Context: an optimization exercise on an open-source flow, tuned for small area. The choices shown serve that exercise and are no tape-out recipe. The RTL was checked by simulation tests, not by an equivalence proof against the original design. The flow treats the clock pin as an ideal source. Dropping or thinning the clock tree relies on that and would not hold on a real chip. Power figures rest on the tool's default switching activity, not on a simulated workload.

== run Z ==
==> module main, before the edit <==
module main(
    input car_in,
    input [2:0] car_out,
    input clk_in,
    input rst,
    output wire door_open,
    output wire full_signal,
    output reg [3:0] state,
    output wire [4:0] seg_select,
    output reg [7:0] seg_data,
    output tmp
);
    assign tmp = rst;
    reg [5:0] dl;
    reg [2:0] dk;
    wire c40 = ~dl[0] & ~dl[1] & ~dl[4] & ~dl[5];
    always @(posedge clk_in or posedge rst)
        if (rst) begin
            dl <= 6'd25; dk <= 3'd0;
        end else begin
            dl <= {dl[4:0], dl[5] ^ dl[0] ^ c40};
            dk <= dk + {2'b0, c40};
        end
    wire t1 = c40 & ~dk[0];
    wire t2 = c40 & dk[0] & dk[1] & ~dk[2];
    reg ai, ax;
    reg [1:0] mi, mx;
    always @(posedge clk_in or posedge rst)
        if (rst) begin
            ai <= 1'b0; ax <= 1'b0; mi[0] <= 1'b0; mx[0] <= 1'b0;
        end else if (t1) begin
            ai <= ~car_in;
            ax <= ~car_out[2];
            mi[0] <= ai & (mi[1] | mi[0]);
            mx[0] <= ax & (mx[1] | mx[0]);
        end
    always @(posedge clk_in)
        if (t1) begin
            mi[1] <= ai & ~mi[0];
            mx[1] <= ax & ~mx[0];
        end
    wire di = mi[1] & mi[0];
    wire dx = mx[1] & mx[0];
    reg lf;
    wire [1:0] spot = car_out[1:0];
    wire s0 = state[0], s1 = state[1], s2 = state[2], s3 = state[3];
    wire is_full = &state;
    wire entry = di & ~is_full;
    wire exitv = dx & (is_full | ~di) & state[spot];
    wire E = t1 & entry;
    wire X = t1 & exitv;
    wire q4 = ~s3 & s2 & ~s1 & ~s0;           
    wire [3:0] setc = {s2 & s1 & s0, s1 & s0, s0 | q4, ~q4};
    wire [3:0] clr = {spot == 2'd3, spot == 2'd2, spot == 2'd1, spot == 2'd0};
    wire [3:0] nstate = (state | ({4{E}} & setc)) & ~({4{X}} & clr);
    wire s13 = ~s3 & ~s2 & s0;
    wire dreq_n = entry | exitv | (lf & s13);
    wire fg_n = di & (&nstate);
    always @(posedge clk_in or posedge rst)
        if (rst) state <= 4'b0000;
        else     state <= nstate;
    always @(posedge clk_in) begin
        if (E) lf <= s0 & ~s2 & (s1 | lf);
        else if (X) lf <= spot[0] | ~(s3 & s2);
    end
    reg [6:0] dc;
    reg [5:0] dt;
    wire d_act = dt[5] | dt[4];
    wire [7:0] dcc;
    wire [6:0] dtc;
    assign dcc[0] = t1 & d_act;
    assign dtc[0] = dcc[7];
    genvar i;
    generate
        for (i = 0; i < 7; i = i + 1) begin : g_dc
            assign dcc[i+1] = dcc[i] & dc[i];
        end
        for (i = 0; i < 6; i = i + 1) begin : g_dt
            assign dtc[i+1] = dtc[i] & dt[i];
        end
    endgenerate
    wire [6:0] dc_n = d_act ? ((dc ^ dcc[6:0]) | {5'b0, dcc[7], dcc[7]}) : 7'd3;
    wire d_idle_tick = t1 & ~d_act;
    wire [5:0] dt_n = d_idle_tick ? (dt[0] ? 6'd24 : {5'b0, dreq_n})
                                  : ((dt ^ dtc[5:0]) | {5'b0, dtc[6] & dreq_n});
    always @(posedge clk_in or posedge rst)
        if (rst) begin
            dt[5:4] <= 2'b00; dt[0] <= 1'b0;
        end else begin
            dt[5:4] <= dt_n[5:4]; dt[0] <= dt_n[0];
        end
    always @(posedge clk_in) dt[3:1] <= dt_n[3:1];
    always @(posedge clk_in) dc <= dc_n;
    assign door_open = d_act & ~dt[0];
    reg [7:0] fc;
    reg [2:0] ft;
    wire f_act = ft[2] | (ft[1] & ft[0]);
    wire [8:0] fcc;
    wire [3:0] ftc;
    assign fcc[0] = t1 & f_act;
    assign ftc[0] = fcc[8];
    generate
        for (i = 0; i < 8; i = i + 1) begin : g_fc
            assign fcc[i+1] = fcc[i] & fc[i];
        end
        for (i = 0; i < 3; i = i + 1) begin : g_ft
            assign ftc[i+1] = ftc[i] & ft[i];
        end
    endgenerate
    wire [7:0] fc_n = f_act ? ((fc ^ fcc[7:0]) | {5'b0, fcc[8], fcc[8], 1'b0}) : 8'd6;
    wire f_idle_tick = t1 & ~f_act;
    wire [2:0] ft_n = f_idle_tick ? (ft[0] ? 3'd3 : {2'b0, fg_n})
                                  : ((ft ^ ftc[2:0]) | {2'b0, ftc[3] & fg_n});
    always @(posedge clk_in or posedge rst)
        if (rst) begin
            ft[2] <= 1'b0; ft[0] <= 1'b0;
        end else begin
            ft[2] <= ft_n[2]; ft[0] <= ft_n[0];
        end
    always @(posedge clk_in) ft[1] <= ft_n[1];
    always @(posedge clk_in) fc <= fc_n;
    assign full_signal = f_act & ft[0];
    wire ge3 = (s0 & s1 & (s2 | s3)) | (s2 & s3 & (s0 | s1));    
    wire nz = s0 | s1 | s2 | s3;
    wire ex2 = nz & ~ge3 & ~(s0 ^ s1 ^ s2 ^ s3);                   
    wire [2:0] dsp = {~ge3, ~ex2, (nz & ~ge3) | (is_full & ~lf)};
    wire q12 = s3 & s2 & ~s1 & ~s0;
    wire n1 = is_full | (s0 & s1);
    wire n0 = ~is_full & (q12 ? lf : (s0 & ~(s1 & ~s2)));
    wire [2:0] dnr = (is_full & ~lf) ? 3'b100 : {n1, ~n1 | n0, ~n0 | n1};
    reg sel;
    reg [2:0] sg;
    always @(posedge clk_in or posedge rst)
        if (rst) begin
            sel <= 1'b0; sg <= 3'b000;
        end else if (t2) begin
            sel <= ~sel;
            sg <= sel ? dnr : dsp;
        end
    assign seg_select = {2'b00, sel, 1'b0, ~sel};
    always @* begin
        seg_data[7] = 1'b0;
        seg_data[6] = sg[2];
        seg_data[5] = sg[1] & (sg[2] ^ sg[0]);
        seg_data[4] = sg[0] & ~(sg[2] & sg[1]);
        seg_data[3] = sg[0];
        seg_data[2] = sg[1];
        seg_data[1] = sg[1] | sg[0];
        seg_data[0] = sg[0];
    end
endmodule
export LEC_CHECK = 0
export ABC_AREA = 1
export CAP_MARGIN = 20
export CORE_AREA = 2.5 2.5 59.5 59.5
export DIE_AREA = 0 0 62 62
export SLEW_MARGIN = 20
create_clock -name core_clock -period 10.0 [get_ports {clk_in}]
standard.sh (not shown) runs the stock make flow with config.mk's settings and CLKGATE_MAP_FILE= SYNTH_SCRIPT=/design/flow/synth_recipe.tcl, a recipe that flattens the netlist after the stock synthesis.
==> flow/flow/run.sh <==
#!/bin/bash
# ORFS layout as the standard.sh runs it, with these changes:
#  - synthesis maps logic with area-oriented ABC scripts (flow/abc/*.script)
#    and without the separate adder mapping (ADDER_MAP_FILE empty): the
#    synthesis is run once per script and the script giving the smallest
#    cell area (synthesis buffers excluded) is used for the layout. The rest of
#    the standard synthesis, and so every register, is unchanged.
#  - port buffers use the smallest buffer cell
#  - one tie cell drives all constant outputs
#  - the clock tree is a few leaf buffers driven by the clock port, one per
#    group of nearby flip-flops (flow/kbuf.tcl, run in place of
#    clock_tree_synthesis through ORFS's PRE_CTS_TCL hook)
# Each tool's output goes to a log file in this folder.
set -euo pipefail
WD=$(pwd)
rm -rf "$WD/scripts_mod"
cp -r "$FLOW_HOME/scripts" "$WD/scripts_mod"

best=""
best_area=""
for s in "$WD"/flow/abc/*.script; do
  k=$(basename "$s" .script)
  rm -rf "$WD/try_$k" "$WD/scripts_$k"
  cp -r "$WD/scripts_mod" "$WD/scripts_$k"
  cp "$s" "$WD/scripts_$k/abc_area.script"
  bash standard.sh SCRIPTS_DIR="$WD/scripts_$k" ADDER_MAP_FILE= WORK_HOME="$WD/try_$k" synth > "$WD/synth_try_$k.log" 2>&1 &
done
wait
for s in "$WD"/flow/abc/*.script; do
  k=$(basename "$s" .script)
  stat="$WD/try_$k/reports/$FLOW_PLATFORM/main/base/synth_stat.txt"
  [[ -f "$stat" ]] || continue
  a=$(awk '/sky130_fd_sc_hd__/ && !/__buf_|__clkbuf_/ {a+=$2} END {printf "%.4f", a}' "$stat")
  echo "script $k: area $a" >> "$WD/synth_choice.log"
  if [[ -z "$best" ]] || awk -v a="$a" -v b="$best_area" 'BEGIN {exit !(a < b)}'; then
    best=$k; best_area=$a
  fi
done
echo "chosen: $best ($best_area)" >> "$WD/synth_choice.log"
cp "$WD/flow/abc/$best.script" "$WD/scripts_mod/abc_area.script"
rm -rf "$WD"/try_* "$WD"/scripts_s*

export BUFFER_PORTS_ARGS="-buffer_cell sky130_fd_sc_hd__buf_1"
export PRE_CTS_TCL="$WD/flow/kbuf.tcl"
export CLK_BUF=sky130_fd_sc_hd__buf_6
export CLK_GROUPS=3
bash standard.sh SCRIPTS_DIR="$WD/scripts_mod" ADDER_MAP_FILE= SKIP_REPAIR_TIE_FANOUT=1 finish > "$WD/standard_flow.log" 2>&1
Other scripts of this flow, unchanged in this note and not shown: flow/flow/abc/s00.script, flow/flow/abc/s01.script, flow/flow/abc/s02.script, flow/flow/abc/s03.script, flow/flow/abc/s04.script, flow/flow/abc/s05.script, flow/flow/abc/s06.script, flow/flow/abc/s07.script, flow/flow/abc/s08.script, flow/flow/abc/s09.script, flow/flow/abc/s10.script, flow/flow/abc/s11.script, flow/flow/kbuf.tcl
[inputs] run X vs run Z
-- flow/design.v --
<<< run Z, line 53
    wire [3:0] setc = {s2 & s1 & s0, s1 & s0, s0 | q4, ~q4};
    wire [3:0] clr = {spot == 2'd3, spot == 2'd2, spot == 2'd1, spot == 2'd0};
    wire [3:0] nstate = (state | ({4{E}} & setc)) & ~({4{X}} & clr);
    wire s13 = ~s3 & ~s2 & s0;
    wire dreq_n = entry | exitv | (lf & s13);
>>> run X, line 53
    wire [3:0] setc = {s2 & s1 & s0, s1 & s0, s0 | q4, ~q4};
    wire [3:0] clr = {spot == 2'd3, spot == 2'd2, spot == 2'd1, spot == 2'd0};
    wire dxe = dx & (is_full | ~di);
    wire [3:0] nstate = (state | ({4{E}} & setc)) & ~({4{t1 & dxe}} & clr);
    wire s13 = ~s3 & ~s2 & s0;
    wire dreq_n = entry | exitv | (lf & s13);
Every stage of the flow completed for run X, and the final layout passed the timing, DRC and antenna checks.
~same worst slack at placement in run Z and run X
Run X gives less static leakage than run Z did.
From run Z to run X the numbers moved as follows: portion of the clock cycle consumed by the worst path in the final layout roughly the same, maximum vdd ir drop lost 26%, area growth from synthesis to layout now sits at about the same level, share of the synthesized area in compound gates (AO/OA/AOI/OAI) decreased by 0.68 points relative to the old numbers, wire length reported by the detailed router has increased.
Utilization for run X: 0.41 points down relative to run Z
Cell area: lower on run X
Run X consumes more power than run Z does.
Run X -> run Z: number of max-slew violations in the final report delta 0, exact match
No run of this note takes its clock network from TritonCTS; it comes from the design's own scripts or RTL.

static timing again, ports no longer ideal:
Ports are ideal in the flow. The routed layouts listed here were re-timed in OpenROAD. Step 1 (the two cells are an assumption about what drives the block):
set clk [get_ports {clk_in}]
set_driving_cell -lib_cell sky130_fd_sc_hd__clkbuf_16 $clk
set_driving_cell -lib_cell sky130_fd_sc_hd__buf_2 [delete_from_list [all_inputs] $clk]
Step 2, shift: input delay + t, output delay - t, t = (earliest + latest rising clock arrival at the registers) / 2. This alone moves slack from input paths to output paths. Slacks: ideal ports / drivers / drivers and shift; pairs: ideal ports / drivers.
run	t (ns)	setup WS [ns]	hold WS [ns]	worst setup path after step 2	pins driven straight from the clock port
run Z	0.174	5.758 / 5.737 / 5.737	0.364 / 0.364 / 0.364	input to output	3
run X	0.173	5.753 / 5.730 / 5.730	0.370 / 0.370 / 0.370	input to output	3
After both steps every run listed still meets setup and hold. The setup slack of run X, which loses most, moves by -0.023 ns with the drivers and by -0.023 ns with both steps.
